This is an optimization exercise on Yosys and OpenROAD, whose aim is small area, not a production implementation. At most, simulation tests tie the RTL to the original design; equivalence was not proved. Power is estimated from default activity; no workload was simulated.

Setup of job 103:
==> flow/design.v (excerpt) <==
module voices (
    input  logic        clk,
    input  logic        rst_n,
    input  logic        sample_strobe,
    input  logic [63:0] freq_in,
    input  logic [47:0] pulse_width_in,
    input  logic [31:0] wave_ctrl_in,
    input  logic [15:0] attack_in,
    input  logic [15:0] decay_in,
    input  logic [15:0] sustain_in,
    input  logic [15:0] release_in,
    output logic [15:0] left_out,
    output logic [15:0] right_out
);
logic [6:0] t;           
logic       run;         
logic [2:0] kb;          
logic       fresh;       
wire [4:0] u = t[4:0];
function automatic logic win(input logic [4:0] x, input integer lo, input integer hi);
    logic [31:0] m;
    integer k;
    for (k = 0; k < 32; k = k + 1) m[k] = (k >= lo) && (k <= hi);
    win = m[x];
endfunction
wire last = run & (kb == 3'd6) & (u == 5'd5);
logic b1, b2, b3;
always_comb begin
    case (kb)
        3'd1:    {b1, b2, b3} = {run, 1'b0, 1'b0};
        3'd2:    {b1, b2, b3} = {run, run, 1'b0};
        3'd3,
        3'd4:    {b1, b2, b3} = {run, run, run};
        3'd5:    {b1, b2, b3} = {1'b0, run, run};
        3'd6:    {b1, b2, b3} = {1'b0, 1'b0, run};
        default: {b1, b2, b3} = 3'b000;
    endcase
end
wire [1:0] v1 = t[6:5];            
always_ff @(posedge clk) begin
    if (!rst_n) begin
        t     <= 7'd0;
        run   <= 1'b0;
        fresh <= 1'b1;
    end else begin
        t <= t + 7'd1;
        if (!run) begin
            if (sample_strobe) begin
                run <= 1'b1;
                kb  <= 3'd0;
            end
        end else begin
            if (u == 5'd31) kb <= kb + 3'd1;
            if (last) begin
                run   <= 1'b0;
                fresh <= 1'b0;
            end
        end
    end
end
logic [127:0] X, Y;
logic xin17, xin25, yin1, yin17;    
always_ff @(posedge clk) begin
    X <= {X[126:25], xin25, X[23:17], xin17, X[15:0], X[127]};
    Y <= {Y[126:17], yin17, Y[15:1], yin1, Y[127]};
end
wire y0  = Y[0]  & ~fresh;
wire y1  = Y[1]  & ~fresh;
wire y2  = Y[2]  & ~fresh;
wire y16 = Y[16] & ~fresh;
wire x8  = X[8]  & ~fresh;
wire x16 = X[16] & ~fresh;
wire x2  = X[2]  | fresh;
wire x7  = X[7]  | fresh;
wire x24 = X[24] | fresh;
wire [3:0] sus_v = sustain_in[4*v1 +: 4];
wire       ss    = sus_v[u[1:0]];                  
wire       gate  = wave_ctrl_in[8*v1];
  ...
export LEC_CHECK = 0
export ABC_AREA = 1
export CAP_MARGIN = 20
export CORE_MARGIN = 2
export CORE_UTILIZATION = 40
export SLEW_MARGIN = 20
create_clock -name core_clock -period 20.0 [get_ports {clk}]
standard.sh (not shown) runs the stock make flow with config.mk's settings and CLKGATE_MAP_FILE= SYNTH_SCRIPT=/design/flow/synth_recipe.tcl, a recipe that flattens the netlist after the stock synthesis.
==> flow/flow/run.sh <==
#!/bin/bash
# Standard ORFS layout with three changes:
#  - after floorplanning, the logic between the registers is remapped for area
#    (OpenROAD restructure, flow/rmp.tcl),
#  - the port buffers are made of the smallest buffer cell,
#  - the clock tree is built of clkbuf_8 cells without dummy loads.
set -euo pipefail
W=$(pwd)
python3 flow/dontuse_lib.py "$FLOW_HOME/platforms/sky130hd/config.mk" \
  "$FLOW_HOME/platforms/sky130hd/lib/sky130_fd_sc_hd__tt_025C_1v80.lib" "$W/rmp.lib" > dontuse_lib.log 2>&1
export RMP_LIB="$W/rmp.lib"
export POST_FLOORPLAN_TCL="$W/flow/rmp.tcl"
export BUFFER_PORTS_ARGS="-buffer_cell sky130_fd_sc_hd__buf_1"
export CTS_ARGS="-sink_clustering_enable -repair_clock_nets -buf_list sky130_fd_sc_hd__clkbuf_8 -sink_clustering_size 18 -sink_clustering_max_diameter 60 -dont_use_dummy_load"
bash standard.sh finish > standard.log 2>&1
Other scripts of this flow, unchanged in this note and not shown: flow/flow/dontuse_lib.py, flow/flow/rmp.tcl
## Diff of input files: job 105 against job 103
--- a/flow/design.v
+++ b/flow/design.v
@@ -131,52 +131,56 @@
         4'd12: dr_k = 13'd561;
         4'd13: dr_k = 13'd1687;
         4'd14: dr_k = 13'd2811;
         default: dr_k = 13'd4499;
     endcase
 endfunction
-function automatic logic [255:0] ktab(input logic dr);
-    logic [255:0] m;
-    logic [12:0]  k;
-    integer c, b;
-    for (c = 0; c < 16; c = c + 1) begin
-        k = dr ? dr_k(c[3:0]) : attack_k(c[3:0]);
-        for (b = 0; b < 16; b = b + 1)
-            m[c*16 + b] = (b >= 3) ? k[b - 3] : 1'b0;
-    end
-    ktab = m;
-endfunction
-localparam logic [255:0] KATT = ktab(1'b0);
-localparam logic [255:0] KDR  = ktab(1'b1);
-wire [3:0] drc  = st[2] ? dec_v : rel_v;
-wire       kbit = st[0] ? KDR[{drc, u[3:0]}] : KATT[{att_v, u[3:0]}];
+wire [12:0] kval = st[0] ? dr_k(st[2] ? dec_v : rel_v) : attack_k(att_v);
+logic kbit;
+always_comb begin
+    case (u)
+        5'd3:  kbit = kval[0];
+        5'd4:  kbit = kval[1];
+        5'd5:  kbit = kval[2];
+        5'd6:  kbit = kval[3];
+        5'd7:  kbit = kval[4];
+        5'd8:  kbit = kval[5];
+        5'd9:  kbit = kval[6];
+        5'd10: kbit = kval[7];
+        5'd11: kbit = kval[8];
+        5'd12: kbit = kval[9];
+        5'd13: kbit = kval[10];
+        5'd14: kbit = kval[11];
+        default: kbit = kval[12];
+    endcase
+end
+wire cmpv  = cmpe ^ ~st[0];
 wire gp    = st[2];
 wire nogt  = ~(gate ^ gp);                  
-wire clr   = ~nogt | ge | cmpe;             
-wire step  = nogt & ~cmpe & ge & (st[0] | (st[2] & ~st[1]));
+wire clr   = ~nogt | ge | cmpv;             
+wire step  = nogt & ~cmpv & ge & (st[0] | (st[2] & ~st[1]));
 wire inc   = step & ~st[0];
 wire setss = nogt & st[1];
 logic [2:0] nst;
 always_comb begin
-    if (!gp) nst = gate ? 3'b100 : ((st[0] & ~cmpe) ? 3'b001 : 3'b000);
+    if (!gp) nst = gate ? 3'b100 : ((st[0] & ~cmpv) ? 3'b001 : 3'b000);
     else if (!gate) nst = 3'b001;
     else if (st[1]) nst = 3'b110;
-    else nst = cmpe ? (st[0] ? 3'b110 : 3'b101) : st;
+    else nst = cmpv ? (st[0] ? 3'b110 : 3'b101) : st;
 end
 wire gef = (u == 5'd3) ? 1'b1 : ge;
 wire cef = (u == 5'd8) ? 1'b1 : cmpe;
+wire cx  = st[0] ? (st[2] & ss) : (u[2:0] != 3'd0);
 wire cyc_i = (u == 5'd19) ? 1'b1 : cyc;
 wire cye_i = (u == 5'd16) ? 1'b1 : cye;
 always_ff @(posedge clk) begin
     if (b1 & (u == 5'd2)) st <= {y0, y1, y2};
     if (b1 & win(u, 3, 15))
         ge <= (y0 & ~kbit) | (y0 & gef) | (~kbit & gef);
     if (b1 & win(u, 8, 15))
-        cmpe <= ~st[0] ? (cef & x8) :
-                st[2]  ? ((~x8 & ss) | (~x8 & cef) | (ss & cef)) :
-                         (cef & ~x8);
+        cmpe <= (~x8 & cx) | (~x8 & cef) | (cx & cef);
     cyc <= cyc_i & y16;
     cye <= cye_i & ~(x16 ^ inc);
 end
 always_comb begin
     yin17 = Y[16];
     if (b1 & win(u, 16, 18))
Changes observed in job 105 relative to job 103: final-layout worst hold slack now sits lower, final core utilization was more or less identical, clock network power share up 0.5 points. Compared with job 103, job 105 shows a higher worst setup slack after layout. Static leakage up about 1.3% in job 105 wrt job 103. Share of synthesized cell area in and, or, nand and nor gates was higher in the run labelled job 103. Looking only at number of stages on the worst setup path, and setting everything else aside, the higher value of job 105 and job 103 goes to job 103. Job 105 gives more global-route track usage on met3 than job 103 did. Relative to job 103, share of cells above drive strength 1 increased by 0.27 points in job 105. Overall via count from detail_route delta for job 105 relative to job 103: 267 higher. Compared with job 103, in job 105 global-route wire length before repair picked up an extra 12%, portion of netlist area occupied by mux cells neither gained nor lost much.
Only the layout flow was run in job 105; the RTL was not checked for function there.

==> separate check: timing with driven ports <==
The flow's constraints put no driver on any port. The routed layouts listed below were extracted and timed again, unchanged, in two steps.
Step 1 assumes that a clkbuf_16 drives the clock port and a buf_2 every other input.
Step 2 adds t to the input delays and takes it off the output delays; t is the mean of the earliest and latest rising clock arrival at the registers after step 1. Input paths then give back, and output paths get back, about the clock's delay inside the block.
Slacks: no drivers / after step 1 / after step 2; pairs: no drivers / after step 1.
run	t, ns	setup WS [ns]	cell pins on the clock port's net
job 103	0.544	11.612 / 11.628 / 11.084	1
job 105	0.545	11.672 / 11.685 / 11.140	1
After both steps every run listed still meets setup and hold. For job 105, which loses most, drivers alone change the setup slack by +0.013 ns; drivers and shift together by -0.532 ns.
